This is an optimization exercise on Yosys and OpenROAD, whose aim is small area and a short achievable clock period, not a production implementation.
The RTL was checked by simulation tests, not by an equivalence proof against the original design.

## flow/config.mk

```make
export PLATFORM = sky130hd
export DESIGN_NAME = montgomery_top
export DESIGN_NICKNAME = montgomery_top
export VERILOG_FILES = /design/flow/design.v
export SDC_FILE = /design/flow/constraint.sdc
export NUM_CORES = 4
export LEC_CHECK = 0
export ABC_CLOCK_PERIOD_IN_PS = 3500
export CAP_MARGIN = 20
export CORE_MARGIN = 2
export CORE_UTILIZATION = 65
export CTS_BUF_LIST = sky130_fd_sc_hd__clkbuf_8
export CTS_CLUSTER_SIZE = 40
export SETUP_SLACK_MARGIN = 4.4
export SLEW_MARGIN = 20
export SYNTH_HIERARCHICAL = 1
```

## flow/constraint.sdc

```tcl
create_clock -name core_clock -period 8.0 [get_ports {clk}]
set_input_delay 1.6000 -clock core_clock [delete_from_list [all_inputs] [get_ports {clk}]]
set_output_delay 1.6000 -clock core_clock [all_outputs]
set_load 0.01 [all_outputs]
```

## flow/design.v

```verilog
module mm_fa (input a, input b, input c, output s, output co);
assign s  = a ^ b ^ c;
assign co = (a & b) | (c & (a ^ b));
endmodule
module mm_ha (input a, input b, output s, output co);
assign s  = a ^ b;
assign co = a & b;
endmodule
module montgomery_multiply (
    input           clk,
    input   [11:0]  a0,
    input   [11:0]  b0,
    output  [11:0]  r
);
reg [9:0] plo1;
reg [0:0] cy1;
reg [12:0] px1;
reg [12:0] py1;
reg [23:0] p2r;
reg [12:0] qhn3;
reg [12:0] pl3;
reg [12:0] r4;
wire w1;
wire w2;
wire w3;
wire w4;
wire w5;
wire w6;
wire w7;
wire w8;
wire w9;
wire w10;
wire w11;
wire w12;
wire w13;
wire w14;
wire w15;
wire w16;
wire w17;
wire w18;
wire w19;
wire w20;
wire w21;
wire w22;
wire w23;
wire w24;
wire w25;
wire w26;
wire w27;
wire w28;
wire w29;
wire w30;
wire w31;
wire w32;
wire w33;
wire w34;
wire w35;
wire w36;
wire w37;
wire w38;
wire w39;
wire w40;
wire w41;
wire w42;
wire w43;
wire w44;
wire w45;
wire w46;
wire w47;
wire w48;
wire w49;
wire w50;
wire w51;
wire w52;
wire w53;
wire w54;
wire w55;
wire w56;
wire w57;
wire w58;
wire w59;
wire w60;
wire w61;
wire w62;
wire w63;
wire w64;
wire w65;
wire w66;
wire w67;
wire w68;
wire w69;
wire w70;
wire w71;
wire w72;
wire w73;
wire w74;
wire w75;
wire w76;
wire w77;
wire w78;
wire w79;
wire w80;
wire w81;
wire w82;
wire w83;
wire w84;
wire w85;
wire w86;
wire w87;
wire w88;
wire w89;
wire w90;
wire w91;
wire w92;
wire w93;
wire w94;
wire w95;
wire w96;
wire w97;
wire w98;
wire w99;
wire w100;
wire w101;
wire w102;
wire w103;
wire w104;
wire w105;
wire w106;
wire w107;
wire w108;
wire w109;
wire w110;
wire w111;
wire w112;
wire w113;
wire w114;
wire w115;
wire w116;
wire w117;
wire w118;
wire w119;
wire w120;
wire w121;
wire w122;
wire w123;
wire w124;
wire w125;
wire w126;
wire w127;
wire w128;
wire w129;
wire w130;
wire w131;
wire w132;
wire w133;
wire w134;
wire w135;
wire w136;
wire w137;
wire w138;
wire w139;
wire w140;
wire w141;
wire w142;
wire w143;
wire w144;
wire w145;
wire w146;
wire w147;
wire w148;
wire w149;
wire w150;
wire w151;
wire w152;
wire w153;
wire w154;
wire w155;
wire w156;
wire w157;
wire w158;
wire w159;
wire w160;
wire w161;
wire w162;
wire w163;
wire w164;
wire w165;
wire w166;
wire w167;
wire w168;
wire w169;
wire w170;
wire w171;
wire w172;
wire w173;
wire w174;
wire w175;
wire w176;
wire w177;
wire w178;
wire w179;
wire w180;
wire w181;
wire w182;
wire w183;
wire w184;
wire w185;
wire w186;
wire w187;
wire w188;
wire w189;
wire w190;
wire w191;
wire w192;
wire w193;
wire w194;
wire w195;
wire w196;
wire w197;
wire w198;
wire w199;
wire w200;
wire w201;
wire w202;
wire w203;
wire w204;
wire w205;
wire w206;
wire w207;
wire w208;
wire w209;
wire w210;
wire w211;
wire w212;
wire w213;
wire w214;
wire w215;
wire w216;
wire w217;
wire w218;
wire w219;
wire w220;
wire w221;
wire w222;
wire w223;
wire w224;
wire w225;
wire w226;
wire w227;
wire w228;
wire w229;
wire w230;
wire w231;
wire w232;
wire w233;
wire w234;
wire w235;
wire w236;
wire w237;
wire w238;
wire w239;
wire w240;
wire w241;
wire w242;
wire w243;
wire w244;
wire w245;
wire w246;
wire w247;
wire w248;
wire w249;
wire w250;
wire w251;
wire w252;
wire w253;
wire w254;
wire w255;
wire w256;
wire w257;
wire w258;
wire w259;
wire w260;
wire w261;
wire w262;
wire w263;
wire w264;
wire w265;
wire w266;
wire w267;
wire w268;
wire w269;
wire w270;
wire w271;
wire w272;
wire w273;
wire w274;
wire w275;
wire w276;
wire w277;
wire w278;
wire w279;
wire w280;
wire w281;
wire w282;
wire w283;
wire w284;
wire w285;
wire w286;
wire w287;
wire w288;
wire w289;
wire w290;
wire w291;
wire w292;
wire w293;
wire w294;
wire w295;
wire w296;
wire w297;
wire w298;
wire w299;
wire w300;
wire w301;
wire w302;
wire w303;
wire w304;
wire w305;
wire w306;
wire w307;
wire w308;
wire w309;
wire w310;
wire w311;
wire w312;
wire w313;
wire w314;
wire w315;
wire w316;
wire w317;
wire w318;
wire w319;
wire w320;
wire w321;
wire w322;
wire w323;
wire w324;
wire w325;
wire w326;
wire w327;
wire w328;
wire w329;
wire w330;
wire w331;
wire w332;
wire w333;
wire w334;
wire w335;
wire w336;
wire w337;
wire w338;
wire w339;
wire w340;
wire w341;
wire w342;
wire w343;
wire w344;
wire w345;
wire w346;
wire w347;
wire w348;
wire w349;
wire w350;
wire w351;
wire w352;
wire w353;
wire w354;
wire w355;
wire w356;
wire w357;
wire w358;
wire w359;
wire w360;
wire w361;
wire w362;
wire w363;
wire w364;
wire w365;
wire w366;
wire w367;
wire w368;
wire w369;
wire w370;
wire w371;
wire w372;
wire w373;
wire w374;
wire w375;
wire w376;
wire w377;
wire w378;
wire w379;
wire w380;
wire w381;
wire w382;
wire w383;
wire w384;
wire w385;
wire w386;
wire w387;
wire w388;
wire w389;
wire w390;
wire w391;
wire w392;
wire w393;
wire w394;
wire w395;
wire w396;
wire w397;
wire w398;
wire w399;
wire w400;
wire w401;
wire w402;
wire w403;
wire w404;
wire w405;
wire w406;
wire w407;
wire w408;
wire w409;
wire w410;
wire w411;
wire w412;
wire w413;
wire w414;
wire w415;
wire w416;
wire w417;
wire w418;
wire w419;
wire w420;
wire w421;
wire w422;
wire w423;
wire w424;
wire w425;
wire w426;
wire w427;
wire w428;
wire w429;
wire w430;
wire w431;
wire w432;
wire w433;
wire w434;
wire w435;
wire w436;
wire w437;
wire w438;
wire w439;
wire w440;
wire w441;
wire w442;
wire w443;
wire w444;
wire w445;
wire w446;
wire w447;
wire w448;
wire w449;
wire w450;
wire w451;
wire w452;
wire w453;
wire w454;
wire w455;
wire w456;
wire w457;
wire w458;
wire w459;
wire w460;
wire w461;
wire w462;
wire w463;
wire w464;
wire w465;
wire w466;
wire w467;
wire w468;
wire w469;
wire w470;
wire w471;
wire w472;
wire w473;
wire w474;
wire w475;
wire w476;
wire w477;
wire w478;
wire w479;
wire w480;
wire w481;
wire w482;
wire w483;
wire w484;
wire w485;
wire w486;
wire w487;
wire w488;
wire w489;
wire w490;
wire w491;
wire w492;
wire w493;
wire w494;
wire w495;
wire w496;
wire w497;
wire w498;
wire w499;
wire w500;
wire w501;
wire w502;
wire w503;
wire w504;
wire w505;
wire w506;
wire w507;
wire w508;
wire w509;
wire w510;
wire w511;
wire w512;
wire w513;
wire w514;
wire w515;
wire w516;
wire w517;
wire w518;
wire w519;
wire w520;
wire w521;
wire w522;
wire w523;
wire w524;
wire w525;
wire w526;
wire w527;
wire w528;
wire w529;
wire w530;
wire w531;
wire w532;
wire w533;
wire w534;
wire w535;
wire w536;
wire w537;
wire w538;
wire w539;
wire w540;
wire w541;
wire w542;
wire w543;
wire w544;
wire w545;
wire w546;
wire w547;
wire w548;
wire w549;
wire w550;
wire w551;
wire w552;
wire w553;
wire w554;
wire w555;
wire w556;
wire w557;
wire w558;
wire w559;
wire w560;
wire w561;
wire w562;
wire w563;
wire w564;
wire w565;
wire w566;
wire w567;
wire w568;
wire w569;
wire w570;
wire w571;
wire w572;
wire w573;
wire w574;
wire w575;
wire w576;
wire w577;
wire w578;
wire w579;
wire w580;
wire w581;
wire w582;
wire w583;
wire w584;
wire w585;
wire w586;
wire w587;
wire w588;
wire w589;
wire w590;
wire w591;
wire w592;
wire w593;
wire w594;
wire w595;
wire w596;
wire w597;
wire w598;
wire w599;
wire w600;
wire w601;
wire w602;
wire w603;
wire w604;
wire w605;
wire w606;
wire w607;
wire w608;
wire w609;
wire w610;
wire w611;
wire w612;
wire w613;
wire w614;
wire w615;
wire w616;
wire w617;
wire w618;
wire w619;
wire w620;
wire w621;
wire w622;
wire w623;
wire w624;
wire w625;
wire w626;
wire w627;
wire w628;
wire w629;
wire w630;
wire w631;
wire w632;
wire w633;
wire w634;
wire w635;
wire w636;
wire w637;
wire w638;
wire w639;
wire w640;
wire w641;
wire w642;
wire w643;
wire w644;
wire w645;
wire w646;
wire w647;
wire w648;
wire w649;
wire w650;
wire w651;
wire w652;
wire w653;
wire w654;
wire w655;
wire w656;
wire w657;
wire w658;
wire w659;
wire w660;
wire w661;
wire w662;
wire w663;
wire w664;
wire w665;
wire w666;
wire w667;
wire w668;
wire w669;
wire w670;
wire w671;
wire w672;
wire w673;
wire w674;
wire w675;
wire w676;
wire w677;
wire w678;
wire w679;
wire w680;
wire w681;
wire w682;
wire w683;
wire w684;
wire w685;
wire w686;
wire w687;
wire w688;
wire w689;
wire w690;
wire w691;
wire w692;
wire w693;
wire w694;
wire w695;
wire w696;
wire w697;
wire w698;
wire w699;
wire w700;
wire w701;
wire w702;
wire w703;
wire w704;
wire w705;
wire w706;
wire w707;
wire w708;
wire w709;
wire w710;
wire w711;
wire w712;
wire w713;
wire w714;
wire w715;
wire w716;
wire w717;
wire w718;
wire w719;
wire w720;
wire w721;
wire w722;
wire w723;
wire w724;
wire w725;
wire w726;
wire w727;
wire w728;
wire w729;
wire w730;
wire w731;
wire w732;
wire w733;
wire w734;
wire w735;
wire w736;
wire w737;
wire w738;
wire w739;
wire w740;
wire w741;
wire w742;
wire w743;
wire w744;
wire w745;
wire w746;
wire w747;
wire w748;
wire w749;
wire w750;
wire w751;
wire w752;
wire w753;
wire w754;
wire w755;
wire w756;
wire w757;
wire w758;
wire w759;
wire w760;
wire w761;
wire w762;
wire w763;
wire w764;
wire w765;
wire w766;
wire w767;
wire w768;
wire w769;
wire w770;
wire w771;
wire w772;
wire w773;
wire w774;
wire w775;
wire w776;
wire w777;
wire w778;
wire w779;
wire w780;
wire w781;
wire w782;
wire w783;
wire w784;
wire w785;
wire w786;
wire w787;
wire w788;
wire w789;
wire w790;
wire w791;
wire w792;
wire w793;
wire w794;
wire w795;
wire w796;
assign w1 = ~(a0[0] & b0[0]);
assign w2 = ~(a0[0] & b0[1]);
assign w3 = ~(a0[0] & b0[2]);
assign w4 = ~(a0[0] & b0[3]);
assign w5 = ~(a0[0] & b0[4]);
assign w6 = ~(a0[0] & b0[5]);
assign w7 = ~(a0[0] & b0[6]);
assign w8 = ~(a0[0] & b0[7]);
assign w9 = ~(a0[0] & b0[8]);
assign w10 = ~(a0[0] & b0[9]);
assign w11 = ~(a0[0] & b0[10]);
assign w12 = ~(a0[0] & b0[11]);
assign w13 = ~(a0[1] & b0[0]);
assign w14 = ~(a0[1] & b0[1]);
assign w15 = ~(a0[1] & b0[2]);
assign w16 = ~(a0[1] & b0[3]);
assign w17 = ~(a0[1] & b0[4]);
assign w18 = ~(a0[1] & b0[5]);
assign w19 = ~(a0[1] & b0[6]);
assign w20 = ~(a0[1] & b0[7]);
assign w21 = ~(a0[1] & b0[8]);
assign w22 = ~(a0[1] & b0[9]);
assign w23 = ~(a0[1] & b0[10]);
assign w24 = ~(a0[1] & b0[11]);
assign w25 = ~(a0[2] & b0[0]);
assign w26 = ~(a0[2] & b0[1]);
assign w27 = ~(a0[2] & b0[2]);
assign w28 = ~(a0[2] & b0[3]);
assign w29 = ~(a0[2] & b0[4]);
assign w30 = ~(a0[2] & b0[5]);
assign w31 = ~(a0[2] & b0[6]);
assign w32 = ~(a0[2] & b0[7]);
assign w33 = ~(a0[2] & b0[8]);
assign w34 = ~(a0[2] & b0[9]);
assign w35 = ~(a0[2] & b0[10]);
assign w36 = ~(a0[2] & b0[11]);
assign w37 = ~(a0[3] & b0[0]);
assign w38 = ~(a0[3] & b0[1]);
assign w39 = ~(a0[3] & b0[2]);
assign w40 = ~(a0[3] & b0[3]);
assign w41 = ~(a0[3] & b0[4]);
assign w42 = ~(a0[3] & b0[5]);
assign w43 = ~(a0[3] & b0[6]);
assign w44 = ~(a0[3] & b0[7]);
assign w45 = ~(a0[3] & b0[8]);
assign w46 = ~(a0[3] & b0[9]);
assign w47 = ~(a0[3] & b0[10]);
assign w48 = ~(a0[3] & b0[11]);
assign w49 = ~(a0[4] & b0[0]);
assign w50 = ~(a0[4] & b0[1]);
assign w51 = ~(a0[4] & b0[2]);
assign w52 = ~(a0[4] & b0[3]);
assign w53 = ~(a0[4] & b0[4]);
assign w54 = ~(a0[4] & b0[5]);
assign w55 = ~(a0[4] & b0[6]);
assign w56 = ~(a0[4] & b0[7]);
assign w57 = ~(a0[4] & b0[8]);
assign w58 = ~(a0[4] & b0[9]);
assign w59 = ~(a0[4] & b0[10]);
assign w60 = ~(a0[4] & b0[11]);
assign w61 = ~(a0[5] & b0[0]);
assign w62 = ~(a0[5] & b0[1]);
assign w63 = ~(a0[5] & b0[2]);
assign w64 = ~(a0[5] & b0[3]);
assign w65 = ~(a0[5] & b0[4]);
assign w66 = ~(a0[5] & b0[5]);
assign w67 = ~(a0[5] & b0[6]);
assign w68 = ~(a0[5] & b0[7]);
assign w69 = ~(a0[5] & b0[8]);
assign w70 = ~(a0[5] & b0[9]);
assign w71 = ~(a0[5] & b0[10]);
assign w72 = ~(a0[5] & b0[11]);
assign w73 = ~(a0[6] & b0[0]);
assign w74 = ~(a0[6] & b0[1]);
assign w75 = ~(a0[6] & b0[2]);
assign w76 = ~(a0[6] & b0[3]);
assign w77 = ~(a0[6] & b0[4]);
assign w78 = ~(a0[6] & b0[5]);
assign w79 = ~(a0[6] & b0[6]);
assign w80 = ~(a0[6] & b0[7]);
assign w81 = ~(a0[6] & b0[8]);
assign w82 = ~(a0[6] & b0[9]);
assign w83 = ~(a0[6] & b0[10]);
assign w84 = ~(a0[6] & b0[11]);
assign w85 = ~(a0[7] & b0[0]);
assign w86 = ~(a0[7] & b0[1]);
assign w87 = ~(a0[7] & b0[2]);
assign w88 = ~(a0[7] & b0[3]);
assign w89 = ~(a0[7] & b0[4]);
assign w90 = ~(a0[7] & b0[5]);
assign w91 = ~(a0[7] & b0[6]);
assign w92 = ~(a0[7] & b0[7]);
assign w93 = ~(a0[7] & b0[8]);
assign w94 = ~(a0[7] & b0[9]);
assign w95 = ~(a0[7] & b0[10]);
assign w96 = ~(a0[7] & b0[11]);
assign w97 = ~(a0[8] & b0[0]);
assign w98 = ~(a0[8] & b0[1]);
assign w99 = ~(a0[8] & b0[2]);
assign w100 = ~(a0[8] & b0[3]);
assign w101 = ~(a0[8] & b0[4]);
assign w102 = ~(a0[8] & b0[5]);
assign w103 = ~(a0[8] & b0[6]);
assign w104 = ~(a0[8] & b0[7]);
assign w105 = ~(a0[8] & b0[8]);
assign w106 = ~(a0[8] & b0[9]);
assign w107 = ~(a0[8] & b0[10]);
assign w108 = ~(a0[8] & b0[11]);
assign w109 = ~(a0[9] & b0[0]);
assign w110 = ~(a0[9] & b0[1]);
assign w111 = ~(a0[9] & b0[2]);
assign w112 = ~(a0[9] & b0[3]);
assign w113 = ~(a0[9] & b0[4]);
assign w114 = ~(a0[9] & b0[5]);
assign w115 = ~(a0[9] & b0[6]);
assign w116 = ~(a0[9] & b0[7]);
assign w117 = ~(a0[9] & b0[8]);
assign w118 = ~(a0[9] & b0[9]);
assign w119 = ~(a0[9] & b0[10]);
assign w120 = ~(a0[9] & b0[11]);
assign w121 = ~(a0[10] & b0[0]);
assign w122 = ~(a0[10] & b0[1]);
assign w123 = ~(a0[10] & b0[2]);
assign w124 = ~(a0[10] & b0[3]);
assign w125 = ~(a0[10] & b0[4]);
assign w126 = ~(a0[10] & b0[5]);
assign w127 = ~(a0[10] & b0[6]);
assign w128 = ~(a0[10] & b0[7]);
assign w129 = ~(a0[10] & b0[8]);
assign w130 = ~(a0[10] & b0[9]);
assign w131 = ~(a0[10] & b0[10]);
assign w132 = ~(a0[10] & b0[11]);
assign w133 = ~(a0[11] & b0[0]);
assign w134 = ~(a0[11] & b0[1]);
assign w135 = ~(a0[11] & b0[2]);
assign w136 = ~(a0[11] & b0[3]);
assign w137 = ~(a0[11] & b0[4]);
assign w138 = ~(a0[11] & b0[5]);
assign w139 = ~(a0[11] & b0[6]);
assign w140 = ~(a0[11] & b0[7]);
assign w141 = ~(a0[11] & b0[8]);
assign w142 = ~(a0[11] & b0[9]);
assign w143 = ~(a0[11] & b0[10]);
assign w144 = ~(a0[11] & b0[11]);
mm_fa u_w145 (.a(w10), .b(w21), .c(w32), .s(w145), .co(w146));
mm_fa u_w147 (.a(w11), .b(w22), .c(w33), .s(w147), .co(w148));
mm_fa u_w149 (.a(w44), .b(w55), .c(w66), .s(w149), .co(w150));
mm_fa u_w151 (.a(w12), .b(w23), .c(w34), .s(w151), .co(w152));
mm_fa u_w153 (.a(w45), .b(w56), .c(w67), .s(w153), .co(w154));
mm_fa u_w155 (.a(w78), .b(w89), .c(w100), .s(w155), .co(w156));
mm_fa u_w157 (.a(w24), .b(w35), .c(w46), .s(w157), .co(w158));
mm_fa u_w159 (.a(w57), .b(w68), .c(w79), .s(w159), .co(w160));
mm_fa u_w161 (.a(w90), .b(w101), .c(w112), .s(w161), .co(w162));
mm_fa u_w163 (.a(w36), .b(w47), .c(w58), .s(w163), .co(w164));
mm_fa u_w165 (.a(w69), .b(w80), .c(w91), .s(w165), .co(w166));
mm_fa u_w167 (.a(w48), .b(w59), .c(w70), .s(w167), .co(w168));
mm_fa u_w169 (.a(w7), .b(w18), .c(w29), .s(w169), .co(w170));
mm_fa u_w171 (.a(w8), .b(w19), .c(w30), .s(w171), .co(w172));
mm_fa u_w173 (.a(w41), .b(w52), .c(w63), .s(w173), .co(w174));
mm_fa u_w175 (.a(w9), .b(w20), .c(w31), .s(w175), .co(w176));
mm_fa u_w177 (.a(w42), .b(w53), .c(w64), .s(w177), .co(w178));
mm_fa u_w179 (.a(w75), .b(w86), .c(w97), .s(w179), .co(w180));
mm_fa u_w181 (.a(w43), .b(w54), .c(w65), .s(w181), .co(w182));
mm_fa u_w183 (.a(w76), .b(w87), .c(w98), .s(w183), .co(w184));
mm_fa u_w185 (.a(w109), .b(w145), .c(1'b1), .s(w185), .co(w186));
mm_fa u_w187 (.a(w77), .b(w88), .c(w99), .s(w187), .co(w188));
mm_fa u_w189 (.a(w110), .b(w121), .c(w146), .s(w189), .co(w190));
mm_fa u_w191 (.a(w147), .b(w149), .c(1'b1), .s(w191), .co(w192));
mm_fa u_w193 (.a(w111), .b(w122), .c(w133), .s(w193), .co(w194));
mm_fa u_w195 (.a(w148), .b(w150), .c(w151), .s(w195), .co(w196));
mm_fa u_w197 (.a(w153), .b(w155), .c(1'b1), .s(w197), .co(w198));
mm_fa u_w199 (.a(w123), .b(w134), .c(w152), .s(w199), .co(w200));
mm_fa u_w201 (.a(w154), .b(w156), .c(w157), .s(w201), .co(w202));
mm_fa u_w203 (.a(w159), .b(w161), .c(1'b1), .s(w203), .co(w204));
mm_fa u_w205 (.a(w102), .b(w113), .c(w124), .s(w205), .co(w206));
mm_fa u_w207 (.a(w135), .b(w158), .c(w160), .s(w207), .co(w208));
mm_fa u_w209 (.a(w162), .b(w163), .c(w165), .s(w209), .co(w210));
mm_fa u_w211 (.a(w81), .b(w92), .c(w103), .s(w211), .co(w212));
mm_fa u_w213 (.a(w114), .b(w125), .c(w136), .s(w213), .co(w214));
mm_fa u_w215 (.a(w164), .b(w166), .c(w167), .s(w215), .co(w216));
mm_fa u_w217 (.a(w60), .b(w71), .c(w82), .s(w217), .co(w218));
mm_fa u_w219 (.a(w93), .b(w104), .c(w115), .s(w219), .co(w220));
mm_fa u_w221 (.a(w126), .b(w137), .c(w168), .s(w221), .co(w222));
mm_fa u_w223 (.a(w72), .b(w83), .c(w94), .s(w223), .co(w224));
mm_fa u_w225 (.a(w105), .b(w116), .c(w127), .s(w225), .co(w226));
mm_fa u_w227 (.a(w84), .b(w95), .c(w106), .s(w227), .co(w228));
mm_fa u_w229 (.a(w5), .b(w16), .c(w27), .s(w229), .co(w230));
mm_fa u_w231 (.a(w6), .b(w17), .c(w28), .s(w231), .co(w232));
mm_fa u_w233 (.a(w39), .b(w50), .c(w61), .s(w233), .co(w234));
mm_fa u_w235 (.a(w40), .b(w51), .c(w62), .s(w235), .co(w236));
mm_fa u_w237 (.a(w73), .b(w169), .c(1'b1), .s(w237), .co(w238));
mm_fa u_w239 (.a(w74), .b(w85), .c(w170), .s(w239), .co(w240));
mm_fa u_w241 (.a(w171), .b(w173), .c(1'b1), .s(w241), .co(w242));
mm_fa u_w243 (.a(w172), .b(w174), .c(w175), .s(w243), .co(w244));
mm_fa u_w245 (.a(w177), .b(w179), .c(1'b1), .s(w245), .co(w246));
mm_fa u_w247 (.a(w176), .b(w178), .c(w180), .s(w247), .co(w248));
mm_fa u_w249 (.a(w181), .b(w183), .c(w185), .s(w249), .co(w250));
mm_fa u_w251 (.a(w182), .b(w184), .c(w186), .s(w251), .co(w252));
mm_fa u_w253 (.a(w187), .b(w189), .c(w191), .s(w253), .co(w254));
mm_fa u_w255 (.a(w188), .b(w190), .c(w192), .s(w255), .co(w256));
mm_fa u_w257 (.a(w193), .b(w195), .c(w197), .s(w257), .co(w258));
mm_fa u_w259 (.a(w194), .b(w196), .c(w198), .s(w259), .co(w260));
mm_fa u_w261 (.a(w199), .b(w201), .c(w203), .s(w261), .co(w262));
mm_fa u_w263 (.a(w200), .b(w202), .c(w204), .s(w263), .co(w264));
mm_fa u_w265 (.a(w205), .b(w207), .c(w209), .s(w265), .co(w266));
mm_fa u_w267 (.a(w206), .b(w208), .c(w210), .s(w267), .co(w268));
mm_fa u_w269 (.a(w211), .b(w213), .c(w215), .s(w269), .co(w270));
mm_fa u_w271 (.a(w212), .b(w214), .c(w216), .s(w271), .co(w272));
mm_fa u_w273 (.a(w217), .b(w219), .c(w221), .s(w273), .co(w274));
mm_fa u_w275 (.a(w138), .b(w218), .c(w220), .s(w275), .co(w276));
mm_fa u_w277 (.a(w222), .b(w223), .c(w225), .s(w277), .co(w278));
mm_fa u_w279 (.a(w117), .b(w128), .c(w139), .s(w279), .co(w280));
mm_fa u_w281 (.a(w224), .b(w226), .c(w227), .s(w281), .co(w282));
mm_fa u_w283 (.a(w96), .b(w107), .c(w118), .s(w283), .co(w284));
mm_fa u_w285 (.a(w129), .b(w140), .c(w228), .s(w285), .co(w286));
mm_fa u_w287 (.a(w108), .b(w119), .c(w130), .s(w287), .co(w288));
mm_fa u_w289 (.a(w4), .b(w15), .c(w26), .s(w289), .co(w290));
mm_fa u_w291 (.a(w38), .b(w49), .c(w229), .s(w291), .co(w292));
mm_fa u_w293 (.a(w230), .b(w231), .c(w233), .s(w293), .co(w294));
mm_fa u_w295 (.a(w232), .b(w234), .c(w235), .s(w295), .co(w296));
mm_fa u_w297 (.a(w236), .b(w238), .c(w239), .s(w297), .co(w298));
mm_fa u_w299 (.a(w240), .b(w242), .c(w243), .s(w299), .co(w300));
mm_fa u_w301 (.a(w244), .b(w246), .c(w247), .s(w301), .co(w302));
mm_fa u_w303 (.a(w248), .b(w250), .c(w251), .s(w303), .co(w304));
mm_fa u_w305 (.a(w252), .b(w254), .c(w255), .s(w305), .co(w306));
mm_fa u_w307 (.a(w256), .b(w258), .c(w259), .s(w307), .co(w308));
mm_fa u_w309 (.a(w260), .b(w262), .c(w263), .s(w309), .co(w310));
mm_fa u_w311 (.a(w264), .b(w266), .c(w267), .s(w311), .co(w312));
mm_fa u_w313 (.a(w268), .b(w270), .c(w271), .s(w313), .co(w314));
mm_fa u_w315 (.a(w272), .b(w274), .c(w275), .s(w315), .co(w316));
mm_fa u_w317 (.a(w276), .b(w278), .c(w279), .s(w317), .co(w318));
mm_fa u_w319 (.a(w280), .b(w282), .c(w283), .s(w319), .co(w320));
mm_fa u_w321 (.a(w141), .b(w284), .c(w286), .s(w321), .co(w322));
mm_fa u_w323 (.a(w120), .b(w131), .c(w142), .s(w323), .co(w324));
mm_fa u_w325 (.a(w3), .b(w14), .c(w25), .s(w325), .co(w326));
mm_fa u_w327 (.a(w37), .b(w289), .c(1'b1), .s(w327), .co(w328));
mm_fa u_w329 (.a(w290), .b(w291), .c(1'b1), .s(w329), .co(w330));
mm_fa u_w331 (.a(w292), .b(w293), .c(1'b1), .s(w331), .co(w332));
mm_fa u_w333 (.a(w237), .b(w294), .c(w295), .s(w333), .co(w334));
mm_fa u_w335 (.a(w241), .b(w296), .c(w297), .s(w335), .co(w336));
mm_fa u_w337 (.a(w245), .b(w298), .c(w299), .s(w337), .co(w338));
mm_fa u_w339 (.a(w249), .b(w300), .c(w301), .s(w339), .co(w340));
mm_fa u_w341 (.a(w253), .b(w302), .c(w303), .s(w341), .co(w342));
mm_fa u_w343 (.a(w257), .b(w304), .c(w305), .s(w343), .co(w344));
mm_fa u_w345 (.a(w261), .b(w306), .c(w307), .s(w345), .co(w346));
mm_fa u_w347 (.a(w265), .b(w308), .c(w309), .s(w347), .co(w348));
mm_fa u_w349 (.a(w269), .b(w310), .c(w311), .s(w349), .co(w350));
mm_fa u_w351 (.a(w273), .b(w312), .c(w313), .s(w351), .co(w352));
mm_fa u_w353 (.a(w277), .b(w314), .c(w315), .s(w353), .co(w354));
mm_fa u_w355 (.a(w281), .b(w316), .c(w317), .s(w355), .co(w356));
mm_fa u_w357 (.a(w285), .b(w318), .c(w319), .s(w357), .co(w358));
mm_fa u_w359 (.a(w287), .b(w320), .c(w321), .s(w359), .co(w360));
mm_fa u_w361 (.a(w288), .b(w322), .c(w323), .s(w361), .co(w362));
mm_fa u_w363 (.a(w132), .b(w143), .c(w324), .s(w363), .co(w364));
assign w365 = w1 & 1'b1;
assign w366 = w1 ^ 1'b1;
assign w367 = w2 & w13;
assign w368 = w2 ^ w13;
assign w369 = w325 & 1'b1;
assign w370 = w325 ^ 1'b1;
assign w371 = w326 & w327;
assign w372 = w326 ^ w327;
assign w373 = w328 & w329;
assign w374 = w328 ^ w329;
assign w375 = w330 & w331;
assign w376 = w330 ^ w331;
assign w377 = w332 & w333;
assign w378 = w332 ^ w333;
assign w379 = w334 & w335;
assign w380 = w334 ^ w335;
assign w381 = w336 & w337;
assign w382 = w336 ^ w337;
assign w383 = w338 & w339;
assign w384 = w338 ^ w339;
assign w385 = w365 | (w366 & 1'b1);
assign w386 = w367 | (w368 & w385);
assign w387 = w368 & w366;
assign w388 = w371 | (w372 & w369);
assign w389 = w372 & w370;
assign w390 = w375 | (w376 & w373);
assign w391 = w376 & w374;
assign w392 = w379 | (w380 & w377);
assign w393 = w380 & w378;
assign w394 = w383 | (w384 & w381);
assign w395 = w384 & w382;
assign w396 = w369 | (w370 & w386);
assign w397 = w370 & w387;
assign w398 = w388 | (w389 & w386);
assign w399 = w389 & w387;
assign w400 = w377 | (w378 & w390);
assign w401 = w378 & w391;
assign w402 = w392 | (w393 & w390);
assign w403 = w393 & w391;
assign w404 = 1'b0 & w395;
assign w405 = w373 | (w374 & w398);
assign w406 = w374 & w399;
assign w407 = w390 | (w391 & w398);
assign w408 = w391 & w399;
assign w409 = w400 | (w401 & w398);
assign w410 = w401 & w399;
assign w411 = w402 | (w403 & w398);
assign w412 = w403 & w399;
assign w413 = w381 | (w382 & w411);
assign w414 = w382 & w412;
assign w415 = w394 | (w395 & w411);
assign w416 = w395 & w412;
assign w417 = w404 & w411;
assign w418 = w404 & w412;
assign w419 = w366 ^ 1'b1;
assign w420 = w368 ^ w385;
assign w421 = w370 ^ w386;
assign w422 = w372 ^ w396;
assign w423 = w374 ^ w398;
assign w424 = w376 ^ w405;
assign w425 = w378 ^ w407;
assign w426 = w380 ^ w409;
assign w427 = w382 ^ w411;
assign w428 = w384 ^ w413;
assign w429 = 1'b0 ^ w415;
assign w430 = px1[0] & py1[0];
assign w431 = px1[0] ^ py1[0];
assign w432 = px1[1] & py1[1];
assign w433 = px1[1] ^ py1[1];
assign w434 = px1[2] & py1[2];
assign w435 = px1[2] ^ py1[2];
assign w436 = px1[3] & py1[3];
assign w437 = px1[3] ^ py1[3];
assign w438 = px1[4] & py1[4];
assign w439 = px1[4] ^ py1[4];
assign w440 = w430 | (w431 & cy1[0]);
assign w441 = w432 | (w433 & w440);
assign w442 = w433 & w431;
assign w443 = w434 | (w435 & w441);
assign w444 = w435 & w442;
assign w445 = w436 | (w437 & w443);
assign w446 = w437 & w444;
assign w447 = w438 | (w439 & w445);
assign w448 = w439 & w446;
assign w449 = 1'b0 & w448;
assign w450 = w431 ^ cy1[0];
assign w451 = w433 ^ w440;
assign w452 = w435 ^ w441;
assign w453 = w437 ^ w443;
assign w454 = w439 ^ w445;
assign w455 = 1'b0 ^ w447;
assign w456 = px1[5] & py1[5];
assign w457 = px1[5] ^ py1[5];
assign w458 = px1[6] & py1[6];
assign w459 = px1[6] ^ py1[6];
assign w460 = px1[7] & py1[7];
assign w461 = px1[7] ^ py1[7];
assign w462 = px1[8] & py1[8];
assign w463 = px1[8] ^ py1[8];
assign w464 = px1[9] & py1[9];
assign w465 = px1[9] ^ py1[9];
assign w466 = px1[10] & py1[10];
assign w467 = px1[10] ^ py1[10];
assign w468 = px1[11] & py1[11];
assign w469 = px1[11] ^ py1[11];
assign w470 = px1[12] & py1[12];
assign w471 = px1[12] ^ py1[12];
assign w472 = 1'b1 & 1'b1;
assign w473 = 1'b1 ^ 1'b1;
assign w474 = w456 | (w457 & w455);
assign w475 = w458 | (w459 & w474);
assign w476 = w459 & w457;
assign w477 = w462 | (w463 & w460);
assign w478 = w463 & w461;
assign w479 = w466 | (w467 & w464);
assign w480 = w467 & w465;
assign w481 = w470 | (w471 & w468);
assign w482 = w471 & w469;
assign w483 = w460 | (w461 & w475);
assign w484 = w461 & w476;
assign w485 = w477 | (w478 & w475);
assign w486 = w478 & w476;
assign w487 = w468 | (w469 & w479);
assign w488 = w469 & w480;
assign w489 = w481 | (w482 & w479);
assign w490 = w482 & w480;
assign w491 = w464 | (w465 & w485);
assign w492 = w465 & w486;
assign w493 = w479 | (w480 & w485);
assign w494 = w480 & w486;
assign w495 = w487 | (w488 & w485);
assign w496 = w488 & w486;
assign w497 = w489 | (w490 & w485);
assign w498 = w490 & w486;
assign w499 = w472 | (w473 & w497);
assign w500 = w473 & w498;
assign w501 = w457 ^ w455;
assign w502 = w459 ^ w474;
assign w503 = w461 ^ w475;
assign w504 = w463 ^ w483;
assign w505 = w465 ^ w485;
assign w506 = w467 ^ w491;
assign w507 = w469 ^ w493;
assign w508 = w471 ^ w495;
assign w509 = w473 ^ w497;
mm_ha u_w510 (.a(p2r[12]), .b(p2r[14]), .s(w510), .co(w511));
mm_ha u_w512 (.a(p2r[13]), .b(p2r[15]), .s(w512), .co(w513));
mm_ha u_w514 (.a(p2r[14]), .b(p2r[16]), .s(w514), .co(w515));
mm_ha u_w516 (.a(p2r[15]), .b(p2r[17]), .s(w516), .co(w517));
mm_ha u_w518 (.a(p2r[10]), .b(p2r[12]), .s(w518), .co(w519));
mm_fa u_w520 (.a(p2r[13]), .b(~p2r[17]), .c(~p2r[19]), .s(w520), .co(w521));
mm_fa u_w522 (.a(~p2r[18]), .b(~p2r[20]), .c(p2r[11]), .s(w522), .co(w523));
mm_fa u_w524 (.a(~p2r[19]), .b(~p2r[21]), .c(w511), .s(w524), .co(w525));
mm_fa u_w526 (.a(~p2r[20]), .b(~p2r[22]), .c(w513), .s(w526), .co(w527));
mm_fa u_w528 (.a(~p2r[21]), .b(~p2r[23]), .c(w515), .s(w528), .co(w529));
mm_fa u_w530 (.a(p2r[18]), .b(~p2r[22]), .c(~p2r[16]), .s(w530), .co(w531));
mm_fa u_w532 (.a(p2r[19]), .b(~p2r[23]), .c(p2r[16]), .s(w532), .co(w533));
mm_ha u_w534 (.a(p2r[18]), .b(p2r[20]), .s(w534), .co(w535));
mm_ha u_w536 (.a(p2r[11]), .b(~p2r[15]), .s(w536), .co(w537));
mm_fa u_w538 (.a(~p2r[16]), .b(~p2r[18]), .c(w518), .s(w538), .co(w539));
mm_fa u_w540 (.a(~p2r[11]), .b(w519), .c(w520), .s(w540), .co(w541));
mm_fa u_w542 (.a(w510), .b(w521), .c(w522), .s(w542), .co(w543));
mm_fa u_w544 (.a(w512), .b(w523), .c(w524), .s(w544), .co(w545));
mm_fa u_w546 (.a(w514), .b(w525), .c(w526), .s(w546), .co(w547));
mm_fa u_w548 (.a(w516), .b(w527), .c(w528), .s(w548), .co(w549));
mm_fa u_w550 (.a(w517), .b(w529), .c(w530), .s(w550), .co(w551));
mm_fa u_w552 (.a(~p2r[17]), .b(w531), .c(w532), .s(w552), .co(w553));
mm_fa u_w554 (.a(p2r[17]), .b(w533), .c(w534), .s(w554), .co(w555));
mm_fa u_w556 (.a(p2r[21]), .b(~p2r[19]), .c(w535), .s(w556), .co(w557));
mm_fa u_w558 (.a(p2r[22]), .b(p2r[19]), .c(~p2r[20]), .s(w558), .co(w559));
mm_fa u_w560 (.a(p2r[23]), .b(p2r[20]), .c(~p2r[21]), .s(w560), .co(w561));
mm_ha u_w562 (.a(p2r[21]), .b(~p2r[22]), .s(w562), .co(w563));
mm_ha u_w564 (.a(p2r[22]), .b(~p2r[23]), .s(w564), .co(w565));
assign w566 = ~p2r[17] & w536;
assign w567 = ~p2r[17] ^ w536;
assign w568 = w537 & w538;
assign w569 = w537 ^ w538;
assign w570 = w539 & w540;
assign w571 = w539 ^ w540;
assign w572 = w541 & w542;
assign w573 = w541 ^ w542;
assign w574 = w543 & w544;
assign w575 = w543 ^ w544;
assign w576 = w545 & w546;
assign w577 = w545 ^ w546;
assign w578 = w547 & w548;
assign w579 = w547 ^ w548;
assign w580 = w549 & w550;
assign w581 = w549 ^ w550;
assign w582 = w551 & w552;
assign w583 = w551 ^ w552;
assign w584 = w553 & w554;
assign w585 = w553 ^ w554;
assign w586 = w555 & w556;
assign w587 = w555 ^ w556;
assign w588 = w557 & w558;
assign w589 = w557 ^ w558;
assign w590 = w559 & w560;
assign w591 = w559 ^ w560;
assign w592 = w561 & w562;
assign w593 = w561 ^ w562;
assign w594 = w563 & w564;
assign w595 = w563 ^ w564;
assign w596 = ~p2r[23] & w565;
assign w597 = ~p2r[23] ^ w565;
assign w598 = w568 | (w569 & w566);
assign w599 = w569 & w567;
assign w600 = w572 | (w573 & w570);
assign w601 = w573 & w571;
assign w602 = w576 | (w577 & w574);
assign w603 = w577 & w575;
assign w604 = w580 | (w581 & w578);
assign w605 = w581 & w579;
assign w606 = w584 | (w585 & w582);
assign w607 = w585 & w583;
assign w608 = w588 | (w589 & w586);
assign w609 = w589 & w587;
assign w610 = w592 | (w593 & w590);
assign w611 = w593 & w591;
assign w612 = w596 | (w597 & w594);
assign w613 = w597 & w595;
assign w614 = w570 | (w571 & w598);
assign w615 = w571 & w599;
assign w616 = w600 | (w601 & w598);
assign w617 = w601 & w599;
assign w618 = w578 | (w579 & w602);
assign w619 = w579 & w603;
assign w620 = w604 | (w605 & w602);
assign w621 = w605 & w603;
assign w622 = w586 | (w587 & w606);
assign w623 = w587 & w607;
assign w624 = w608 | (w609 & w606);
assign w625 = w609 & w607;
assign w626 = w594 | (w595 & w610);
assign w627 = w595 & w611;
assign w628 = w612 | (w613 & w610);
assign w629 = w613 & w611;
assign w630 = w574 | (w575 & w616);
assign w631 = w575 & w617;
assign w632 = w602 | (w603 & w616);
assign w633 = w603 & w617;
assign w634 = w618 | (w619 & w616);
assign w635 = w619 & w617;
assign w636 = w620 | (w621 & w616);
assign w637 = w621 & w617;
assign w638 = w590 | (w591 & w624);
assign w639 = w591 & w625;
assign w640 = w610 | (w611 & w624);
assign w641 = w611 & w625;
assign w642 = w626 | (w627 & w624);
assign w643 = w627 & w625;
assign w644 = w628 | (w629 & w624);
assign w645 = w629 & w625;
assign w646 = w582 | (w583 & w636);
assign w647 = w583 & w637;
assign w648 = w606 | (w607 & w636);
assign w649 = w607 & w637;
assign w650 = w622 | (w623 & w636);
assign w651 = w623 & w637;
assign w652 = w624 | (w625 & w636);
assign w653 = w625 & w637;
assign w654 = w638 | (w639 & w636);
assign w655 = w639 & w637;
assign w656 = w640 | (w641 & w636);
assign w657 = w641 & w637;
assign w658 = w642 | (w643 & w636);
assign w659 = w643 & w637;
assign w660 = w644 | (w645 & w636);
assign w661 = w645 & w637;
assign w662 = w569 ^ w566;
assign w663 = w571 ^ w598;
assign w664 = w573 ^ w614;
assign w665 = w575 ^ w616;
assign w666 = w577 ^ w630;
assign w667 = w579 ^ w632;
assign w668 = w581 ^ w634;
assign w669 = w583 ^ w636;
assign w670 = w585 ^ w646;
assign w671 = w587 ^ w648;
assign w672 = w589 ^ w650;
assign w673 = w591 ^ w652;
assign w674 = w593 ^ w654;
assign w675 = w595 ^ w656;
assign w676 = w597 ^ w658;
mm_fa u_w677 (.a(qhn3[11]), .b(qhn3[3]), .c(qhn3[1]), .s(w677), .co(w678));
mm_fa u_w679 (.a(pl3[12]), .b(qhn3[12]), .c(qhn3[4]), .s(w679), .co(w680));
mm_ha u_w681 (.a(qhn3[2]), .b(qhn3[1]), .s(w681), .co(w682));
mm_ha u_w683 (.a(pl3[9]), .b(qhn3[9]), .s(w683), .co(w684));
mm_fa u_w685 (.a(qhn3[10]), .b(qhn3[2]), .c(qhn3[0]), .s(w685), .co(w686));
mm_fa u_w687 (.a(qhn3[0]), .b(pl3[10]), .c(~pl3[11]), .s(w687), .co(w688));
mm_fa u_w689 (.a(pl3[11]), .b(w678), .c(w679), .s(w689), .co(w690));
mm_ha u_w691 (.a(pl3[1]), .b(qhn3[1]), .s(w691), .co(w692));
mm_ha u_w693 (.a(pl3[2]), .b(qhn3[2]), .s(w693), .co(w694));
mm_ha u_w695 (.a(pl3[3]), .b(qhn3[3]), .s(w695), .co(w696));
mm_ha u_w697 (.a(pl3[4]), .b(qhn3[4]), .s(w697), .co(w698));
mm_ha u_w699 (.a(pl3[5]), .b(qhn3[5]), .s(w699), .co(w700));
mm_ha u_w701 (.a(pl3[6]), .b(qhn3[6]), .s(w701), .co(w702));
mm_ha u_w703 (.a(pl3[7]), .b(qhn3[7]), .s(w703), .co(w704));
mm_fa u_w705 (.a(qhn3[8]), .b(qhn3[0]), .c(~pl3[8]), .s(w705), .co(w706));
mm_fa u_w707 (.a(qhn3[1]), .b(pl3[8]), .c(w683), .s(w707), .co(w708));
mm_fa u_w709 (.a(~pl3[10]), .b(w684), .c(w685), .s(w709), .co(w710));
mm_fa u_w711 (.a(w677), .b(w686), .c(w687), .s(w711), .co(w712));
mm_fa u_w713 (.a(w681), .b(w688), .c(w689), .s(w713), .co(w714));
assign w715 = qhn3[0] & ~pl3[0];
assign w716 = qhn3[0] ^ ~pl3[0];
assign w717 = pl3[0] & w691;
assign w718 = pl3[0] ^ w691;
assign w719 = w692 & w693;
assign w720 = w692 ^ w693;
assign w721 = w694 & w695;
assign w722 = w694 ^ w695;
assign w723 = w696 & w697;
assign w724 = w696 ^ w697;
assign w725 = w698 & w699;
assign w726 = w698 ^ w699;
assign w727 = w700 & w701;
assign w728 = w700 ^ w701;
assign w729 = w702 & w703;
assign w730 = w702 ^ w703;
assign w731 = w704 & w705;
assign w732 = w704 ^ w705;
assign w733 = w706 & w707;
assign w734 = w706 ^ w707;
assign w735 = w708 & w709;
assign w736 = w708 ^ w709;
assign w737 = w710 & w711;
assign w738 = w710 ^ w711;
assign w739 = w712 & w713;
assign w740 = w712 ^ w713;
assign w741 = w717 | (w718 & w715);
assign w742 = w718 & w716;
assign w743 = w721 | (w722 & w719);
assign w744 = w722 & w720;
assign w745 = w725 | (w726 & w723);
assign w746 = w726 & w724;
assign w747 = w729 | (w730 & w727);
assign w748 = w730 & w728;
assign w749 = w733 | (w734 & w731);
assign w750 = w734 & w732;
assign w751 = w737 | (w738 & w735);
assign w752 = w738 & w736;
assign w753 = w719 | (w720 & w741);
assign w754 = w720 & w742;
assign w755 = w743 | (w744 & w741);
assign w756 = w744 & w742;
assign w757 = w727 | (w728 & w745);
assign w758 = w728 & w746;
assign w759 = w747 | (w748 & w745);
assign w760 = w748 & w746;
assign w761 = w735 | (w736 & w749);
assign w762 = w736 & w750;
assign w763 = w751 | (w752 & w749);
assign w764 = w752 & w750;
assign w765 = w723 | (w724 & w755);
assign w766 = w724 & w756;
assign w767 = w745 | (w746 & w755);
assign w768 = w746 & w756;
assign w769 = w757 | (w758 & w755);
assign w770 = w758 & w756;
assign w771 = w759 | (w760 & w755);
assign w772 = w760 & w756;
assign w773 = w739 | (w740 & w763);
assign w774 = w740 & w764;
assign w775 = w731 | (w732 & w771);
assign w776 = w732 & w772;
assign w777 = w749 | (w750 & w771);
assign w778 = w750 & w772;
assign w779 = w761 | (w762 & w771);
assign w780 = w762 & w772;
assign w781 = w763 | (w764 & w771);
assign w782 = w764 & w772;
assign w783 = w773 | (w774 & w771);
assign w784 = w774 & w772;
assign w785 = w718 ^ w715;
assign w786 = w720 ^ w741;
assign w787 = w722 ^ w753;
assign w788 = w724 ^ w755;
assign w789 = w726 ^ w765;
assign w790 = w728 ^ w767;
assign w791 = w730 ^ w769;
assign w792 = w732 ^ w771;
assign w793 = w734 ^ w775;
assign w794 = w736 ^ w777;
assign w795 = w738 ^ w779;
assign w796 = w740 ^ w781;
always @(posedge clk) begin
    plo1[0] <= ~w419;
    plo1[1] <= ~w420;
    plo1[2] <= ~w421;
    plo1[3] <= ~w422;
    plo1[4] <= ~w423;
    plo1[5] <= ~w424;
    plo1[6] <= ~w425;
    plo1[7] <= ~w426;
    plo1[8] <= ~w427;
    plo1[9] <= ~w428;
    cy1[0] <= w429;
    px1[0] <= w340;
    px1[1] <= w342;
    px1[2] <= w344;
    px1[3] <= w346;
    px1[4] <= w348;
    px1[5] <= w350;
    px1[6] <= w352;
    px1[7] <= w354;
    px1[8] <= w356;
    px1[9] <= w358;
    px1[10] <= w360;
    px1[11] <= w362;
    px1[12] <= w144;
    py1[0] <= w341;
    py1[1] <= w343;
    py1[2] <= w345;
    py1[3] <= w347;
    py1[4] <= w349;
    py1[5] <= w351;
    py1[6] <= w353;
    py1[7] <= w355;
    py1[8] <= w357;
    py1[9] <= w359;
    py1[10] <= w361;
    py1[11] <= w363;
    py1[12] <= w364;
    p2r[0] <= plo1[0];
    p2r[1] <= plo1[1];
    p2r[2] <= plo1[2];
    p2r[3] <= plo1[3];
    p2r[4] <= plo1[4];
    p2r[5] <= plo1[5];
    p2r[6] <= plo1[6];
    p2r[7] <= plo1[7];
    p2r[8] <= plo1[8];
    p2r[9] <= plo1[9];
    p2r[10] <= ~w450;
    p2r[11] <= ~w451;
    p2r[12] <= ~w452;
    p2r[13] <= ~w453;
    p2r[14] <= ~w454;
    p2r[15] <= ~w501;
    p2r[16] <= ~w502;
    p2r[17] <= ~w503;
    p2r[18] <= ~w504;
    p2r[19] <= ~w505;
    p2r[20] <= ~w506;
    p2r[21] <= ~w507;
    p2r[22] <= ~w508;
    p2r[23] <= ~w509;
    qhn3[0] <= ~w664;
    qhn3[1] <= ~w665;
    qhn3[2] <= ~w666;
    qhn3[3] <= ~w667;
    qhn3[4] <= ~w668;
    qhn3[5] <= ~w669;
    qhn3[6] <= ~w670;
    qhn3[7] <= ~w671;
    qhn3[8] <= ~w672;
    qhn3[9] <= ~w673;
    qhn3[10] <= ~w674;
    qhn3[11] <= ~w675;
    qhn3[12] <= ~w676;
    pl3[0] <= p2r[0];
    pl3[1] <= p2r[1];
    pl3[2] <= p2r[2];
    pl3[3] <= p2r[3];
    pl3[4] <= p2r[4];
    pl3[5] <= p2r[5];
    pl3[6] <= p2r[6];
    pl3[7] <= p2r[7];
    pl3[8] <= p2r[8];
    pl3[9] <= p2r[9];
    pl3[10] <= p2r[10];
    pl3[11] <= p2r[11];
    pl3[12] <= p2r[12];
    r4[0] <= w716;
    r4[1] <= w785;
    r4[2] <= w786;
    r4[3] <= w787;
    r4[4] <= w788;
    r4[5] <= w789;
    r4[6] <= w790;
    r4[7] <= w791;
    r4[8] <= w792;
    r4[9] <= w793;
    r4[10] <= w794;
    r4[11] <= w795;
    r4[12] <= w796;
end
assign r = r4[11:0] + ({12{r4[12]}} & 12'd3329);
endmodule
module montgomery_top (
    input           clk     ,
    input           rst_n   ,
    input           en      ,
    input   [11:0]  a       ,
    input   [11:0]  b       ,
    output          busy    ,
    output          done    ,
    output  [11:0]  r
);
reg [4:0] vld;
always @(posedge clk) begin
    if (!rst_n) vld <= 5'd0;
    else        vld <= {vld[3:0], en};
end
assign done = vld[4];
assign busy = en | done;
reg [11:0] a0, b0;
always @(posedge clk) begin
    a0 <= a;
    b0 <= b;
end
montgomery_multiply u_mm (.clk(clk), .a0(a0), .b0(b0), .r(r));
endmodule
```

## flow/flow/run.sh

```bash
#!/bin/bash
# Standard layout, with the port buffers made from the smallest plain buffer and
# no dummy loads in the clock tree.
set -euo pipefail
bash standard.sh "BUFFER_PORTS_ARGS=-buffer_cell sky130_fd_sc_hd__buf_1" \
  "CTS_ARGS=-sink_clustering_enable -repair_clock_nets -dont_use_dummy_load -sink_clustering_size 40 -buf_list sky130_fd_sc_hd__clkbuf_8" \
  finish > standard_flow.log 2>&1
```

## flow/standard.sh

```bash
#!/bin/bash
# synth_recipe.tcl (not shown) runs the flow's synth.tcl, then flattens the netlist and writes it again
# the make line also repeats each setting of config.mk as NAME=value (left out here)
make -C /OpenROAD-flow-scripts/flow DESIGN_CONFIG=/design/flow/config.mk WORK_HOME=/design/flow/orfs CLKGATE_MAP_FILE= SYNTH_SCRIPT=/design/flow/synth_recipe.tcl "${@:-finish}"
```

==> summary.txt, run 1 <==
* Slew headroom at 65.5%
* RSZ-0062 raised after global routing: yes
* Clk pin slew, worst setup/hold paths at 70 ps
* Die Ht at 116 um
* Number of top-level pins at 41
* ANT nets after route at 0
* Post-synthesis cell type count at 38
* Worst-margin pin slew at 516 ps
* Largest net degree at the start of global routing at 17
* CTS Buf Count at 17
* DRT Pass-1 Iters at 4
* GRT Util Overall at 24.0%
* Worst hold path class: reg -> reg
* Worst reg2reg setup slack at 4440 ps
* Die area at 0.0136 mm^2
* RR Startpoint: a0[0]$_DFF_P_
* HP Start: u_mm.plo1[5]$_DFF_P_
* Ant. Diodes at 0
* Synth Area per Inst at 11.8 um^2
* GP Congestion at 0.886
* Slowest library cell on the worst path: or2_1
* Final Hold Viols at 0
* Antenna violations before repair at 0
* DPL Wire Length at 11900 um
* 1st-iter DRT viols at 198
* Layout Utilization at 72.5%
* Crit Path Max Fanout at 2
* CTS tree: yes
* Buffers on Ports at 40
* Critical path's top delay family: buffers and inverters
* Via density at 5.28
* Buf+Inv Stages, Crit Path at 2
* Crit path DAT at 1990 ps
* Grt ovf at 0
* Synth Instances at 697
* Post-CTS Hold Buffers at 0
* CP cell instances: buf_1, or2_1, clkbuf_2
* Setup CP Type: in -> out
* Sequential area share after synthesis at 31.4%
* Flops & latches, synth at 129
* First-pass GRT wire length at 24200 um
* Routed length per instance at 15.8 um
* Clk sinks at 129
* Post-synth top flop: dfxtp_1
* Clock buffer depth at 2
* Post-synth EDFFs at 0
* Worst r2r path cells at 10
* Final setup violation count at 0
* Share of cells above drive strength 1 at 12.3%
* Final net count at 1001
* Worst EP required at 6400 ps
* Htree depth at 4
* Setup crit start kind: primary input
* Post-Route Skew at 20.5 ps
* Critical path endpoint category: primary output
* Hold path depth at 0
* Yosys warning total at 8
* Vias in the first global route at 5329
* Cell row count at 41
* Area Overhead vs Synth at 10.1%
* Setup_tns at 0 ps
* Fill cells at 899
* Critical R2R Capture: u_mm.plo1[8]$_DFF_P_
* Slew Viols, Final at 0
* Final period utilization at 44.9%
* Clk root buf: clkbuf_8
* Cell Area, Synth at 0.00821 mm^2
* Residual DRC at 0
* Starting Density at 65.9%
* Max Fclk at 279 MHz
* Worst-Skew Late Latency at 440 ps
* CP max stage delay at 190 ps
* Asr flop ratio synth at 0%
* Hold EP: u_mm.p2r[5]$_DFF_P_
* Commonest non-fill, non-tap cell in the layout: nand2_1
* Most frequent cells in the layout: nand2_1, fa_1, dfxtp_1
* Hold_ws at 328 ps
* WL final at 14600 um
* Die X at 116 um
* CP startpoint: en
* Vias at 4886
* Core area at 0.0125 mm^2
* Max Cap Viol at 0
* Status: no timing/DRC/antenna violations
* Min Tclk post-route at 3590 ps
## per-module statistics from Yosys, one instance, submodules excluded
module               flip-flops and latches  times used  cells  area, um^2
mm_ha                                     0          18      1        12.5
montgomery_multiply                     100           1    505        4590
montgomery_top                           29           1     35         618
mm_fa                                     0         139      1        20.0
## worst max path at each step
| stage | to | cells past startpoint |
|---|---|---|
| finish | busy | 3 |
| global route | u_mm.p2r[22]$_DFF_P_ | 15 |
| detailed placement | u_mm.plo1[8]$_DFF_P_ | 10 |
| floorplan | u_mm.p2r[23]$_DFF_P_ | 15 |
| CTS | u_mm.plo1[8]$_DFF_P_ | 10 |
| global placement | u_mm.plo1[8]$_DFF_P_ | 10 |
## per-stage QoR
step / std cells / instance area [um^2] / setup slack [ps]
CTS: 916 / 8890 / 4350
finish: 926 / 9040 / 4410
floorplan: 706 / 8260 / 4420
global placement: 894 / 8530 / 4220
global route: 926 / 9040 / 4300
detailed placement: 894 / 8530 / 4100
## sequential cells by signal, indices dropped and copies added, names as in the netlist
register and flops:
vld 5, u_mm.cy1 1, u_mm.qhn3 13, a0 12, u_mm.r4 13, u_mm.py1 13
u_mm.plo1 10, b0 12, u_mm.px1 13, u_mm.pl3 13, u_mm.p2r 24
## layout make-up
cell class                      instances  area [um^2]  share of cell area (%)
Multi-Input combinational cell        504         5500                    60.9
Inverter                               49          184                    2.03
Tap cell                              172          215                    2.38
Sequential cell                       129         2630                    29.1
Timing Repair Buffer                   55          268                    2.96
Clock buffer                           17          234                    2.59
## per-layer routing
| layer | share of wire, % | global-route usage, % | vias to the layer above |
|---|---|---|---|
| li1 | - | - | 2257 |
| met3 | 4.7 | 5.09 | 36 |
| met1 | 41 | 29.0 | 2441 |
| met2 | 51 | 41.0 | 152 |
| met5 | 0 | 0 | - |
| met4 | 3.4 | 12.4 | 0 |
## Yosys cell counts (all sizes together) (3+ instances only)
cell / number / area [um^2]
fa: 156 / 3120
nand2: 149 / 559
dfxtp: 129 / 2580
ha: 62 / 776
inv: 49 / 184
clkbuf: 24 / 90.1
xnor2: 24 / 210
nor2: 15 / 56.3
xor2: 14 / 123
a21o: 13 / 98.9
a21oi: 10 / 53.8
and2: 8 / 50.1
nand3: 7 / 35.0
nor2b: 6 / 37.5
o21ai: 4 / 27.5
nor3: 3 / 15.0
o21bai: 3 / 22.5
or2: 3 / 18.8
## repair_timing
action | in CTS | in global routing
buffers inserted | 5 | 10
pin swaps | 5 | 13
endpoints found under the setup margin | 11 | 11
gates resized for setup | 31 | 34
## logic make-up after synthesis
group / count (synthesis) / synth area share [%]
AO/OA/AOI/OAI: 42 / 3.81
XOR/XNOR: 38 / 4.05
adder cells (fa/ha/maj): 218 / 47.5
buffers and inverters: 73 / 3.34
flip-flops: 129 / 31.4
other: 1 / 0.0457
AND/OR/NAND/NOR: 196 / 9.84
==> run 2: changes to the inputs <==
==> flow/flow/run.sh (replaced) <==
#!/bin/bash
# Standard layout, with the port buffers made from the smallest plain buffer, no
# dummy loads in the clock tree, and busy's OR rebuilt as nor2 + inv (busy.tcl).
set -euo pipefail
here=$(pwd)
bash standard.sh "BUFFER_PORTS_ARGS=-buffer_cell sky130_fd_sc_hd__buf_1" \
  "CTS_ARGS=-sink_clustering_enable -repair_clock_nets -dont_use_dummy_load -sink_clustering_size 40 -buf_list sky130_fd_sc_hd__clkbuf_8" \
  "PRE_GLOBAL_PLACE_TCL=$here/flow/busy.tcl" \
  finish > standard_flow.log 2>&1
==> flow/flow/busy.tcl (new file) <==
# Before global placement: rebuild busy = en | done as nor2 + inv, which is
# faster than an or2 on the input-to-output path. Same function.
set drv ""
foreach pin [get_pins -of_objects [get_nets busy]] {
  if {[get_property $pin direction] == "output"} { set drv $pin }
}
if {$drv != ""} {
  set inst [get_cells -of_objects $drv]
  set cell [get_property $inst ref_name]
  if {[string match "sky130_fd_sc_hd__or2_*" $cell]} {
    set name [get_property $inst name]
    set na [get_nets -of_objects [get_pins $name/A]]
    set nb [get_nets -of_objects [get_pins $name/B]]
    set ny [get_nets -of_objects [get_pins $name/X]]
    delete_instance $name
    set mid [make_net busy_nor_n]
    make_instance busy_nor sky130_fd_sc_hd__nor2_2
    make_instance busy_inv sky130_fd_sc_hd__inv_2
    connect_pin $na busy_nor/A
    connect_pin $nb busy_nor/B
    connect_pin $mid busy_nor/Y
    connect_pin $mid busy_inv/A
    connect_pin $ny busy_inv/Y
    foreach p {busy_nor/A busy_nor/B busy_nor/Y busy_inv/A busy_inv/Y} {
      if {[get_nets -quiet -of_objects [get_pins $p]] == ""} { error "busy.tcl: $p not connected" }
    }
    puts "busy.tcl: replaced $name ($cell) by nor2 + inv"
  }
}
==> run 2 against run 1 <==
Effect of this change: synthesized cell count unchanged; still clean; setup slack better by 27 ps; highest routed layer unchanged; clock skew up 6.4 ps; register-to-register slack about the same; count of clock-buffer cells in the layout unchanged; sequential share of layout area up 0.052 points; die area unchanged; via count up 0.78%; flip-flop and latch count unchanged; non-clock buffer count down 2.
==> summary.txt, run 2 <==
* Status: no timing/DRC/antenna violations
* 1st-iter DRT viols at 183 (-7.6%)
* Clk sinks at 129 (unchanged)
* Post-synth top area share at 38.0% (unchanged)
* Final Hold Viols at 0 (unchanged)
* Vias in the first global route at 5314 (-0.28%)
* Setup_tns at 0 ps (unchanged)
* CTS Buf Count at 17 (unchanged)
* CP cell instances: fa_1, inv_1, fa_2, fa_2, fa_2, fa_2, fa_2, fa_2, inv_2, a21o_1, a21o_1, buf_4, fa_1, inv_1
* Max Fclk at 281 MHz (+0.76%)
* Worst EP required at 8370 ps (+1970 ps)
* Post-synth top cells: fa_1, nand2_1, dfxtp_1
* Post-synth EDFFs at 0 (unchanged)
* Die area at 0.0136 mm^2 (unchanged)
* Antenna violations before repair at 0 (unchanged)
* Most frequent CP cell: fa_2
* Yosys warning total at 8 (unchanged)
* WL final at 15100 um (+3.0%)
* Die Ht at 116 um (unchanged)
* Count leader, synth: fa_1
* Slowest library cell on the worst path: fa_1
* ANT nets after route at 0 (unchanged)
* Post-synth top flop: dfxtp_1
* DRT Pass-1 Iters at 7 (+3)
* Final worst setup slack at 4440 ps (+27.2 ps)
* Die X at 116 um (unchanged)
* Grt ovf at 0 (unchanged)
* HP Start: u_mm.plo1[4]$_DFF_P_
* Worst r2r path cells at 14 (+4)
* GP Congestion at 0.924 (+4.3%)
* Number of top-level pins at 41 (unchanged)
* Max Cap Viol at 0 (unchanged)
* Post-synthesis cell type count at 38 (unchanged)
* Final period utilization at 44.5% (-0.34 points)
* Worst hold path class: reg -> reg
* Final setup violation count at 0 (unchanged)
* Dpl ws at 4070 ps (-29.1 ps)
* First-pass GRT wire length at 24600 um (+1.7%)
* Synth Instances at 697 (unchanged)
* Critical R2R Capture: u_mm.p2r[19]$_DFF_P_
* Final net count at 1000 (-0.10%)
* Htree depth at 4 (unchanged)
* Starting Density at 65.9% (unchanged)
* Cell Area, Synth at 0.00821 mm^2 (unchanged)
* Share of cells above drive strength 1 at 10.5% (-1.8 points)
* CP startpoint: u_mm.cy1$_DFF_P_
* DPL Wire Length at 12000 um (+1.0%)
* Flops & latches, synth at 129 (unchanged)
* Worst setup path endpoint: u_mm.p2r[19]$_DFF_P_
* Post-Route Skew at 26.9 ps (+6.37 ps)
* Hold_ws at 328 ps (+0.688 ps)
* GRT Util Overall at 24.7% (+0.66 points)
* Fill cells at 923 (+2.7%)
* Max reg flops at 24 (unchanged)
* Dominant cell type by area after synthesis: fa_1
* CP max stage delay at 390 ps (+200 ps)
* Critical path endpoint category: register
* Area Overhead vs Synth at 9.60%
* Top reg by flops: u_mm.p2r
* Worst-margin pin slew at 521 ps (+4.79 ps)
* Largest net degree at the start of global routing at 17 (unchanged)
* Slew headroom at 65.2% (-0.32 points)
* FF+latch area at 0.00263 mm^2 (-0.24%)
* Cell row count at 41 (unchanged)
* CTS tree: yes
* Clk root buf: clkbuf_8
* RSZ-0062 raised after global routing: yes
* Vias at 4924 (+0.78%)
* Min Tclk post-route at 3560 ps (-27.2 ps)
* Sequential area share after synthesis at 31.4% (unchanged)
* Crit path DAT at 3930 ps (+1940 ps)
* Worst reg2reg setup slack at 4440 ps (about the same)
* Slew Viols, Final at 0 (unchanged)
* Routed length per instance at 16.3 um (+3.1%)
* Synth top area cells: fa_1, dfxtp_1, ha_1
* Setup crit start kind: register
* Critical path's top delay family: adder cells
* RR Startpoint: u_mm.cy1$_DFF_P_
* Synth Area per Inst at 11.8 um^2 (unchanged)
* Residual DRC at 0 (unchanged)
* Buffers on Ports at 40 (unchanged)
* Most frequent cells in the layout: fa_1, nand2_1, dfxtp_1
* Ant. Diodes at 0 (unchanged)
* Commonest non-fill, non-tap cell in the layout: fa_1
* Core area at 0.0125 mm^2 (unchanged)
* Worst-Skew Late Latency at 430 ps (about the same)
* Via density at 5.32 (+0.89%)
* Multi-input logic area at 0.00549 mm^2 (-0.32%)
* Clk pin slew, worst setup/hold paths at 70 ps (about the same)
* Worst path depth at 14 (+11)
* Setup CP Type: reg -> reg
* Crit Path Max Fanout at 2 (unchanged)
* Asr flop ratio synth at 0% (unchanged)
* Buf+Inv Stages, Crit Path at 4 (+2)
* Clock buffer depth at 2 (unchanged)
## run 2: cell counts after synthesis
No cell type changed its count.
## run 2: how the worst min path moves through the flow
stage | to | cells past startpoint
after detailed placement | u_mm.p2r[1]$_DFF_P_ | 0
after floorplan | u_mm.p2r[0]$_DFF_P_ | 0
after global routing | u_mm.p2r[2]$_DFF_P_ | 0
after CTS | u_mm.p2r[4]$_DFF_P_ | 0
final | u_mm.p2r[4]$_DFF_P_ | 0
after global placement | u_mm.pl3[1]$_DFF_P_ | 0
## run 2: logic make-up after synthesis
logic type / after synthesis / synth area share [%]
other: 1 / 0.0457
buffers and inverters: 73 / 3.34
DFF: 129 / 31.4
xor gates and xnor gates: 38 / 4.05
adders and majority gates: 218 / 47.5
AOI/OAI and AO/OA: 42 / 3.81
and+or+nand+nor: 196 / 9.84
## run 2: final cells by class
type	count	share of cell area, %
Sequential cell	129	29.2
Tap cell	172	2.39
Timing Repair Buffer	53	2.78
Multi-Input combinational cell	504	61.0
Inverter	50	2.09
Clock buffer	17	2.60
## run 2: what timing repair did
item                       CTS  global route
setup endpoints to repair   11            11
hold buffers                 0             0
pin swaps                    9            12
gates resized for setup     38            12
setup buffers                8             5
gates cloned                 0             0
## run 2: per-stage QoR
stage | util (%) | instance area, um^2 | cells
CTS | 71.5 | 8910 | 920
finish | 72.2 | 9000 | 925
floorplan | - | 8260 | 706
detailed placement | 68.4 | 8530 | 895
global route | 72.2 | 9000 | 925
global placement | 68.4 | 8530 | 895
## run 2: modules after synthesis, one instance, submodules excluded
| module | area [um^2] | copies in the design |
|---|---|---|
| mm_ha | 12.5 | 18 |
| mm_fa | 20.0 | 139 |
| montgomery_multiply | 4590 | 1 |
| montgomery_top | 618 | 1 |
## run 2: per-layer routing
metal	wire, um	vias up	track usage (%)
li1	-	2258	-
met1	6100	2449	30.0
met2	7680	183	42.6
met3	852	34	5.92
met4	439	0	10.5
met5	0	-	0

[what the ideal ports hide]
How much do the figures lean on ideal ports? The routed layouts below were timed once more, with nothing changed but the port constraints.
Step 1 sets driving cells, clkbuf_16 on the clock port and buf_2 on the other inputs (assumed; they add their load-dependent delay and slew).
Step 2 moves the port delays by t, midway between the first and last clock arrival at a register: inputs arrive t later, outputs are due t later. That takes back most of the time a late clock gives input paths.
Slacks: no drivers / after step 1 / after step 2; pairs: no drivers / after step 1.
run	shift t [ns]	setup WS [ns]	hold WS [ns]	worst register clock-pin slew, ns	worst data-port slew with drivers (ns)
run 1	0.463	4.409 / 4.385 / 4.385	0.328 / 0.328 / 0.328	0.07 / 0.07	0.03
run 2	0.457	4.437 / 4.437 / 4.437	0.328 / 0.328 / 0.328	0.07 / 0.07	0.04
After both steps setup and hold are still met in every run listed. The setup slack of run 1, which loses most, moves by -0.024 ns with the drivers and by -0.024 ns with both steps.
